Source: an optimization exercise on an open RTL-to-GDS flow (aim: small area). Production flows keep margins and buffers that such runs may drop. At most, simulation tests tie the RTL to the original design; equivalence was not proved. The flow treats the clock pin as an ideal source, which a real chip does not have.

==> flow/design.v (excerpt) <==
module i2c_master #(
 parameter [15:0]  p_DIV = 16'd500
) (
 input                           i_rst_n
,input                           i_local_clk
,input                           i_start
,input         [8:0]             i_req_num
,input         [7:0]             i_device_addr
,input         [7:0]             i_reg_addr
,input         [7:0]             i_wr_data
,output                          o_wr_done
,output        [7:0]             o_rd_data
,output                          o_rd_valid
,output                          o_busy
,output        [7:0]             o_reg_addr
,output        [7:0]             o_ack_erro
,output                          o_erro_valid
,output                          o_scl
,input                           i_sda
,output                          o_sda
);
Size in the first run: roughly 35 flip-flops, ~67 I/O pins.
==> module i2c_master, before the edit <==
module i2c_master #(
 parameter [15:0]  p_DIV = 16'd500
) (
 input                           i_rst_n
,input                           i_local_clk
,input                           i_start
,input         [8:0]             i_req_num
,input         [7:0]             i_device_addr
,input         [7:0]             i_reg_addr
,input         [7:0]             i_wr_data
,output                          o_wr_done
,output        [7:0]             o_rd_data
,output                          o_rd_valid
,output                          o_busy
,output        [7:0]             o_reg_addr
,output        [7:0]             o_ack_erro
,output                          o_erro_valid
,output                          o_scl
,input                           i_sda
,output                          o_sda
);
localparam [1:0] K_SPEC = 2'b00;
localparam [1:0] K_BIT  = 2'b10;
localparam [1:0] K_ACK  = 2'b01;
localparam [1:0] K_STOP = 2'b11;
localparam [1:0] P_DEV  = 2'b10;
localparam [1:0] P_REG  = 2'b00;
localparam [1:0] P_DATA = 2'b01;
localparam [1:0] P_DEVR = 2'b11;
localparam [3:0] S_IDLE   = {K_SPEC, 2'b00};
localparam [3:0] S_START  = {K_SPEC, 2'b10};
localparam [3:0] S_START2 = {K_SPEC, 2'b11};
reg    [3:0]     r_st     ;
reg    [6:0]     r_q      ;
reg    [1:0]     r_p      ;
reg    [2:0]     r_bit    ;
reg    [8:0]     r_cnt    ;
reg    [7:0]     r_rd_data;
reg              r_scl    ;
reg              r_sda    ;
wire   [1:0] w_k = r_st[3:2];
wire   [1:0] w_ph = r_st[1:0];
wire   w_rd    = i_device_addr[0];
wire   w_qend  = (r_q == 7'b1010000);   
wire   w_q0    = (r_q == 7'd0);
wire   w_e499  = w_qend & (r_p == 2'd3);
wire   w_d0    = w_q0 & (r_p == 2'd0);
wire   w_last  = (i_req_num == r_cnt);
wire   w_idle  = (r_st == S_IDLE);
wire   w_dtack = (r_st == {K_ACK, P_DATA});
wire   w_nack  = i_sda & ~((w_ph == P_DATA) & w_rd);
assign o_busy       = ~w_idle;
assign o_scl        = r_scl;
assign o_sda        = r_sda;
assign o_rd_data    = r_rd_data;
reg    [7:0] w_ra_c;
integer i;
always @(*) begin
	w_ra_c[0] = 1'b0;
	for(i = 0; i < 7; i = i + 1)
		w_ra_c[i+1] = (i_reg_addr[i] & r_cnt[i]) | ((i_reg_addr[i] ^ r_cnt[i]) & w_ra_c[i]);
end
assign o_reg_addr   = i_reg_addr ^ r_cnt[7:0] ^ w_ra_c;
reg    [8:0] w_cnt_c;
integer j;
always @(*) begin
	w_cnt_c[0] = w_dtack & w_d0;
	for(j = 0; j < 8; j = j + 1)
		w_cnt_c[j+1] = r_cnt[j] & w_cnt_c[j];
end
assign o_rd_valid   = w_dtack & w_rd & w_d0;
assign o_wr_done    = w_dtack & ~w_rd & w_q0 & (r_p == 2'd3) & ~i_sda;
assign o_erro_valid = w_d0 & (w_k == K_STOP) & ((w_ph != P_DATA) | (~w_rd & i_sda));
assign o_ack_erro   = {4'd0, w_ph == P_DEVR, w_ph == P_DATA, w_ph == P_REG, w_ph == P_DEV};
always @(posedge i_local_clk) begin
	if(w_idle) begin
		r_q <= {6'd0, i_start};
		r_p <= 'd0;
	end else if(w_qend) begin
		r_q <= 'd0;
		r_p <= {r_p[1] ^ r_p[0], ~r_p[0]};
	end else
		r_q <= {r_q[5:0], ~(r_q[6] ^ r_q[5])};
end
always @(posedge i_local_clk) begin
	if(w_k != K_BIT)
		r_bit <= 'd0;
	else if(w_e499)
		r_bit <= {r_bit[2] ^ (r_bit[1] & r_bit[0]), r_bit[1] ^ r_bit[0], ~r_bit[0]};
end
always @(posedge i_local_clk) begin
	if(w_idle)
		r_cnt <= 'd0;
	else
		r_cnt <= r_cnt ^ w_cnt_c;
end
always @(posedge i_local_clk) begin
	if(w_e499)
		r_rd_data <= {r_rd_data[6:0], i_sda};
end
reg w_bit;
always @(*) begin
	case(w_ph)
		P_DEV:   w_bit = i_device_addr[~r_bit] & (r_bit != 3'd7);
		P_REG:   w_bit = i_reg_addr[~r_bit];
		P_DATA:  w_bit = i_wr_data[~r_bit] | w_rd;
		default: w_bit = i_device_addr[~r_bit];
	endcase
end
always @(posedge i_local_clk or negedge i_rst_n) begin
	if(~i_rst_n)
		r_sda <= 1'b1;
	else if(r_st == S_START)
		r_sda <= (r_p == 2'd0);
	else if(r_st == S_START2)
		r_sda <= ~r_p[1];
	else if(w_qend) case(r_p)
		2'd0: case(w_k)
			K_BIT:   r_sda <= w_bit;
			K_ACK:   r_sda <= ~((w_ph == P_DATA) & w_rd) | w_last;
			K_STOP:  r_sda <= 1'b0;
			default: r_sda <= 1'b1;
		endcase
		2'd2: if(w_k == K_STOP) r_sda <= 1'b1;
		default: ;
	endcase
end
always @(posedge i_local_clk or negedge i_rst_n) begin
	if(~i_rst_n)
		r_scl <= 1'b1;
	else case(r_st)
		S_IDLE:   r_scl <= 1'b1;
		S_START:  r_scl <= ~r_p[1];
		S_START2: r_scl <= r_p[1] ^ r_p[0];
		default:  r_scl <= r_p[1];
	endcase
end
always @(posedge i_local_clk or negedge i_rst_n) begin
	if(~i_rst_n)
		r_st <= S_IDLE;
	else if(w_idle) begin
		if(i_start) r_st <= S_START;
	end else if(w_e499) case(w_k)
		K_SPEC:  r_st <= (r_st == S_START) ? {K_BIT, P_DEV} : {K_BIT, P_DEVR};
		K_BIT:   if(r_bit == 3'd7) r_st <= {K_ACK, w_ph};
		K_ACK:
			if(w_nack)
				r_st <= {K_STOP, w_ph};
			else case(w_ph)
				P_DEV:   r_st <= {K_BIT, P_REG};
				P_REG:   r_st <= w_rd ? S_START2 : {K_BIT, P_DATA};
				P_DATA:  r_st <= w_last ? {K_STOP, P_DATA} : {K_BIT, P_DATA};
				default: r_st <= {K_BIT, P_DATA};
			endcase
		default: r_st <= S_IDLE;
	endcase
end
endmodule
Settings: LEC_CHECK=0, CAP_MARGIN=20, CORE_MARGIN=2, CORE_UTILIZATION=40, PLACE_DENSITY=0.6, SLEW_MARGIN=20; clock period 5.0 ns.
standard.sh (not shown) runs the stock make flow with config.mk's settings and CLKGATE_MAP_FILE= SYNTH_SCRIPT=/design/flow/synth_recipe.tcl, a recipe that flattens the netlist after the stock synthesis.
==> flow/flow/run.sh <==
#!/bin/bash
# Standard layout with four changes to how it is made:
#  - synthesis maps the logic with an area-oriented ABC script
#    (flow/abc_area.script) in place of ORFS's speed script; everything else
#    in the standard flow's synthesis script (synth_recipe.tcl) is kept as it is;
#  - the port buffers are made from the smallest buffer cell;
#  - the clock tree is built by flow/clktree.tcl (a balanced two-level tree
#    of four buffers) just before ORFS's CTS step;
#  - gates with slack to spare are downsized (flow/recover.tcl) just before
#    global routing, ahead of ORFS's post-route repair of slew and load.
# Each tool's output is in standard.log (and ORFS's own logs under orfs/).
set -euo pipefail
here=$(pwd)
{
  echo "proc abc {args} {"
  echo "  set i [lsearch \$args -script]"
  echo "  lset args [expr {\$i + 1}] $here/flow/abc_area.script"
  echo "  yosys abc {*}\$args"
  echo "}"
  cat synth_recipe.tcl
} > synth_area.tcl
export BUFFER_PORTS_ARGS="-buffer_cell sky130_fd_sc_hd__buf_1"
export PRE_CTS_TCL=$here/flow/clktree.tcl
export PRE_GLOBAL_ROUTE_TCL=$here/flow/recover.tcl
bash standard.sh SYNTH_SCRIPT=$here/synth_area.tcl finish > standard.log 2>&1
Other scripts of this flow, unchanged in this note and not shown: flow/flow/abc_area.script, flow/flow/clktree.tcl, flow/flow/recover.tcl
Then changed:
--- a/flow/design.v
+++ b/flow/design.v
@@ -20,19 +20,23 @@
 ,output                          o_sda
 );
 localparam [1:0] K_SPEC = 2'b00;
-localparam [1:0] K_BIT  = 2'b10;
-localparam [1:0] K_ACK  = 2'b01;
+localparam [1:0] K_BIT  = 2'b01;
+localparam [1:0] K_ACK  = 2'b10;
 localparam [1:0] K_STOP = 2'b11;
-localparam [1:0] P_DEV  = 2'b10;
-localparam [1:0] P_REG  = 2'b00;
-localparam [1:0] P_DATA = 2'b01;
+localparam [1:0] P_DEV  = 2'b00;
+localparam [1:0] P_REG  = 2'b01;
+localparam [1:0] P_DATA = 2'b10;
 localparam [1:0] P_DEVR = 2'b11;
+localparam [1:0] Q_0 = 2'b00;
+localparam [1:0] Q_1 = 2'b01;
+localparam [1:0] Q_2 = 2'b11;
+localparam [1:0] Q_3 = 2'b10;
 localparam [3:0] S_IDLE   = {K_SPEC, 2'b00};
-localparam [3:0] S_START  = {K_SPEC, 2'b10};
+localparam [3:0] S_START  = {K_SPEC, 2'b01};
 localparam [3:0] S_START2 = {K_SPEC, 2'b11};
 reg    [3:0]     r_st     ;
 reg    [6:0]     r_q      ;
-reg    [1:0]     r_p      ;
+reg    [1:0]     r_p      ;   
 reg    [2:0]     r_bit    ;
 reg    [8:0]     r_cnt    ;
 reg    [7:0]     r_rd_data;
@@ -43,8 +47,8 @@
 wire   w_rd    = i_device_addr[0];
 wire   w_qend  = (r_q == 7'b1010000);   
 wire   w_q0    = (r_q == 7'd0);
-wire   w_e499  = w_qend & (r_p == 2'd3);
-wire   w_d0    = w_q0 & (r_p == 2'd0);
+wire   w_e499  = w_qend & (r_p == Q_3);
+wire   w_d0    = w_q0 & (r_p == Q_0);
 wire   w_last  = (i_req_num == r_cnt);
 wire   w_idle  = (r_st == S_IDLE);
 wire   w_dtack = (r_st == {K_ACK, P_DATA});
@@ -53,23 +57,9 @@
 assign o_scl        = r_scl;
 assign o_sda        = r_sda;
 assign o_rd_data    = r_rd_data;
-reg    [7:0] w_ra_c;
-integer i;
-always @(*) begin
-	w_ra_c[0] = 1'b0;
-	for(i = 0; i < 7; i = i + 1)
-		w_ra_c[i+1] = (i_reg_addr[i] & r_cnt[i]) | ((i_reg_addr[i] ^ r_cnt[i]) & w_ra_c[i]);
-end
-assign o_reg_addr   = i_reg_addr ^ r_cnt[7:0] ^ w_ra_c;
-reg    [8:0] w_cnt_c;
-integer j;
-always @(*) begin
-	w_cnt_c[0] = w_dtack & w_d0;
-	for(j = 0; j < 8; j = j + 1)
-		w_cnt_c[j+1] = r_cnt[j] & w_cnt_c[j];
-end
+assign o_reg_addr   = i_reg_addr + r_cnt[7:0];
 assign o_rd_valid   = w_dtack & w_rd & w_d0;
-assign o_wr_done    = w_dtack & ~w_rd & w_q0 & (r_p == 2'd3) & ~i_sda;
+assign o_wr_done    = w_dtack & ~w_rd & w_q0 & (r_p == Q_3) & ~i_sda;
 assign o_erro_valid = w_d0 & (w_k == K_STOP) & ((w_ph != P_DATA) | (~w_rd & i_sda));
 assign o_ack_erro   = {4'd0, w_ph == P_DEVR, w_ph == P_DATA, w_ph == P_REG, w_ph == P_DEV};
 always @(posedge i_local_clk) begin
@@ -78,7 +68,7 @@
 		r_p <= 'd0;
 	end else if(w_qend) begin
 		r_q <= 'd0;
-		r_p <= {r_p[1] ^ r_p[0], ~r_p[0]};
+		r_p <= {r_p[0], ~r_p[1]};
 	end else
 		r_q <= {r_q[5:0], ~(r_q[6] ^ r_q[5])};
 end
@@ -86,13 +76,13 @@
 	if(w_k != K_BIT)
 		r_bit <= 'd0;
 	else if(w_e499)
-		r_bit <= {r_bit[2] ^ (r_bit[1] & r_bit[0]), r_bit[1] ^ r_bit[0], ~r_bit[0]};
+		r_bit <= r_bit + 1'b1;
 end
 always @(posedge i_local_clk) begin
 	if(w_idle)
 		r_cnt <= 'd0;
-	else
-		r_cnt <= r_cnt ^ w_cnt_c;
+	else if(w_dtack & w_d0)
+		r_cnt <= r_cnt + 1'b1;
 end
 always @(posedge i_local_clk) begin
 	if(w_e499)
@@ -111,17 +101,17 @@
 	if(~i_rst_n)
 		r_sda <= 1'b1;
 	else if(r_st == S_START)
-		r_sda <= (r_p == 2'd0);
+		r_sda <= (r_p == Q_0);
 	else if(r_st == S_START2)
 		r_sda <= ~r_p[1];
 	else if(w_qend) case(r_p)
-		2'd0: case(w_k)
+		Q_0: case(w_k)
 			K_BIT:   r_sda <= w_bit;
 			K_ACK:   r_sda <= ~((w_ph == P_DATA) & w_rd) | w_last;
 			K_STOP:  r_sda <= 1'b0;
 			default: r_sda <= 1'b1;
 		endcase
-		2'd2: if(w_k == K_STOP) r_sda <= 1'b1;
+		Q_2: if(w_k == K_STOP) r_sda <= 1'b1;
 		default: ;
 	endcase
 end
@@ -131,7 +121,7 @@
 	else case(r_st)
 		S_IDLE:   r_scl <= 1'b1;
 		S_START:  r_scl <= ~r_p[1];
-		S_START2: r_scl <= r_p[1] ^ r_p[0];
+		S_START2: r_scl <= r_p[0];
 		default:  r_scl <= r_p[1];
 	endcase
 end
Effect:
- cell count came out higher by roughly a tenth
- maximum frequency rose by a quarter to a third
- final area rose by a few percent
- setup slack improved by 1200 ps
- first-iteration DRC count goes up by a quarter to a third
Function not checked in the second run of this note: the RTL went through the layout flow alone.

## afterwards: timing with drivers on the ports
No port has a modelled driver above. Below, the same layouts with a new extraction and two added sets of constraints. Step 1, drivers: a clkbuf_16 drives i_local_clk and a buf_2 each remaining input, both assumed. Step 2 also shifts input and output timing later by t, the mid clock arrival at the registers, as if the neighbouring blocks saw the same clock. Three values: no drivers, after step 1, after step 2; two values: the first two.
run | shift t [ns] | slack for setup (ns) | hold slack, ns | worst setup path after step 2 | clock arrival spread, ns
the first run | 0.353 | 0.088 / 0.068 / 0.068 | 0.450 / 0.450 / 0.450 | input to output | 0.011 / 0.011
the second run | 0.350 | 1.290 / 1.268 / 1.268 | 0.451 / 0.451 / 0.451 | input to output | 0.005 / 0.004
After both steps setup and hold are still met in every run listed. The setup slack of the second run, which loses most, moves by -0.022 ns with the drivers and by -0.022 ns with both steps.
